Source: an optimization exercise on an open RTL-to-GDS flow (aim: small area). Production flows keep margins and buffers that such runs may drop. Where RTL was checked, it was by simulation tests only, not by an equivalence proof against the original.

Design Top_FFT, start of the top module:
module Top_FFT #(
    parameter   INTEGER_SIZE = 4,
                FRACT_SIZE = 14,
                NFFT = 64
) (
    input       wire                                             clk, rst,
    input       wire                                             start_FFT,
    input       wire    signed  [INTEGER_SIZE+FRACT_SIZE-1:0]    serial_in_r, serial_in_i,
    output      wire    signed  [INTEGER_SIZE+FRACT_SIZE-1:0]    serial_out_r, serial_out_i,
    output      wire                                             end_FFT, data_valid_FFT
);
For scale: about 9400 cells after synthesis, about 77 I/O pins, roughly 100000 um2 of cells after synthesis.
clock: 12.0 ns
lec_check: 0
abc_area: 1
cap_margin: 20
core_margin: 2
core_utilization: 55
cts_buf_list: sky130_fd_sc_hd__clkbuf_16
cts_cluster_diameter: 120
cts_cluster_size: 22
place_density: 0.7
slew_margin: 20
run.sh (not shown) runs the stock make flow with config.mk's settings and CLKGATE_MAP_FILE= SYNTH_SCRIPT=/design/flow/synth_recipe.tcl, a recipe that flattens the netlist after the stock synthesis.
Edit:
Settings changed: CORE_UTILIZATION 55 to 65, PLACE_DENSITY 0.7 to 0.8.
Outcome:
- The new run completed without violations
- design area falls slightly
- cell count goes down by a few percent
- via count is higher by a few percent
- routed wire length came out higher by a few percent
- synthesized cell count stays the same
Edit:
Settings changed: CORE_UTILIZATION 65 to 55, CTS_CLUSTER_DIAMETER 120 to 110, CTS_CLUSTER_SIZE 22 to 24, PLACE_DENSITY 0.8 to 0.7.
Effect: The new run finished with timing, DRC and antenna clean. Area after synthesis stays the same. Die area rose by 18%. Final area rose by 0.46%. Wire length fell by 4.2%. Synthesized cell count does not change. Global-route usage fell by 6.5 points. Final cell count rose by about 3%. Clock-buffer cell count fell by 8.

Setup of lane 1:
Another version of the RTL of Top_FFT (not shown whole).
Size in the first run: about 3000 flip-flops, ~77 I/O pins.
make LEC_CHECK=0 ABC_AREA=1 CAP_MARGIN=20 CORE_MARGIN=2 CORE_UTILIZATION=55 CTS_BUF_LIST=sky130_fd_sc_hd__clkbuf_16 CTS_CLUSTER_DIAMETER=100 CTS_CLUSTER_SIZE=18 PLACE_DENSITY=0.7 SLEW_MARGIN=20 finish   # period 12.0 ns
Lane 1: flow completed, timing, DRC and antenna clean
Modified inputs, lane 2 compared to lane 1
diff --git a/flow/config.mk b/flow/config.mk
--- a/flow/config.mk
+++ b/flow/config.mk
@@ -11,6 +11,6 @@
 export CORE_UTILIZATION = 55
 export CTS_BUF_LIST = sky130_fd_sc_hd__clkbuf_16
-export CTS_CLUSTER_DIAMETER = 100
-export CTS_CLUSTER_SIZE = 18
+export CTS_CLUSTER_DIAMETER = 150
+export CTS_CLUSTER_SIZE = 25
 export PLACE_DENSITY = 0.7
 export SLEW_MARGIN = 20
### Flow results
From lane 1 to lane 2 the numbers moved as follows: worst clock skew moved down, path depth of the worst reg2reg path neither gained nor lost much. Against lane 1, lane 2 reports a wire length on met2 that is lower. Via-per-instance ratio was higher in lane 1 than in lane 2. Lane 2 ended with less wire length than lane 1. Lane 2: all stages complete, timing, DRC and antenna checks passed. Delta (lane 2 minus lane 1): sequential share of layout area went up 0.60 points; fraction of layout cells with a size suffix above 1 went down 0.56 points.
No functional check of the RTL was part of any run of this note.

Another version of the RTL of Top_FFT (not shown whole).
Size in the first run: roughly 9500 cells after synthesis, roughly 2700 flip-flops, ~77 I/O pins, roughly 100000 µm² of cells after synthesis.
clock: 12.0 ns
lec_check: 0
abc_area: 1
cap_margin: 5
core_margin: 2
core_utilization: 65
cts_buf_list: sky130_fd_sc_hd__clkbuf_16
cts_cluster_diameter: 120
cts_cluster_size: 22
place_density: 0.8
slew_margin: 5
The baseline finished clean.
Edit:
Settings changed: CAP_MARGIN 5 to 20, SLEW_MARGIN 5 to 20.
Wire length stays flat.
Design area stays flat.
Fmax increases by 2.0%.
Non-clock buffer count is unchanged.
Area after synthesis stays the same.
Worst setup slack gets better by 230 ps.
Cell count hardly moves.
Die area stays the same.
Clock skew decreases by 4.1 ps.

==> port drivers added, routing unchanged <==
The results above use ideal ports. As a check the final layouts listed here were re-extracted and re-timed, cells and wires unchanged. Step 1 sets driving cells, clkbuf_16 on the clock port and buf_2 on the other inputs (assumed; they add their load-dependent delay and slew). Step 2 times the ports against the registers' clock, not the clock port: input delays grow and output delays shrink by t, the midpoint of the rising clock arrivals with the driver on. Slacks: no drivers / after step 1 / after step 2; pairs: no drivers / after step 1.
run	t, ns	setup slack, ns	worst setup path at the end	cell pins on the clock port's net
the first run of note 1	0.897	0.429 / 0.429 / 0.429	register to register	1
the second run of note 1	0.882	0.489 / 0.489 / 0.489	register to register	1
the third run of note 1	0.899	0.360 / 0.360 / 0.360	register to register	1
lane 1	0.916	1.130 / 1.130 / 1.130	register to register	1
lane 2	0.905	1.148 / 1.148 / 1.148	register to register	1
the first run of note 3	0.879	0.322 / 0.322 / 0.322	register to register	1
the second run of note 3	0.895	0.553 / 0.553 / 0.553	register to register	1
After both steps every run listed still meets setup and hold.
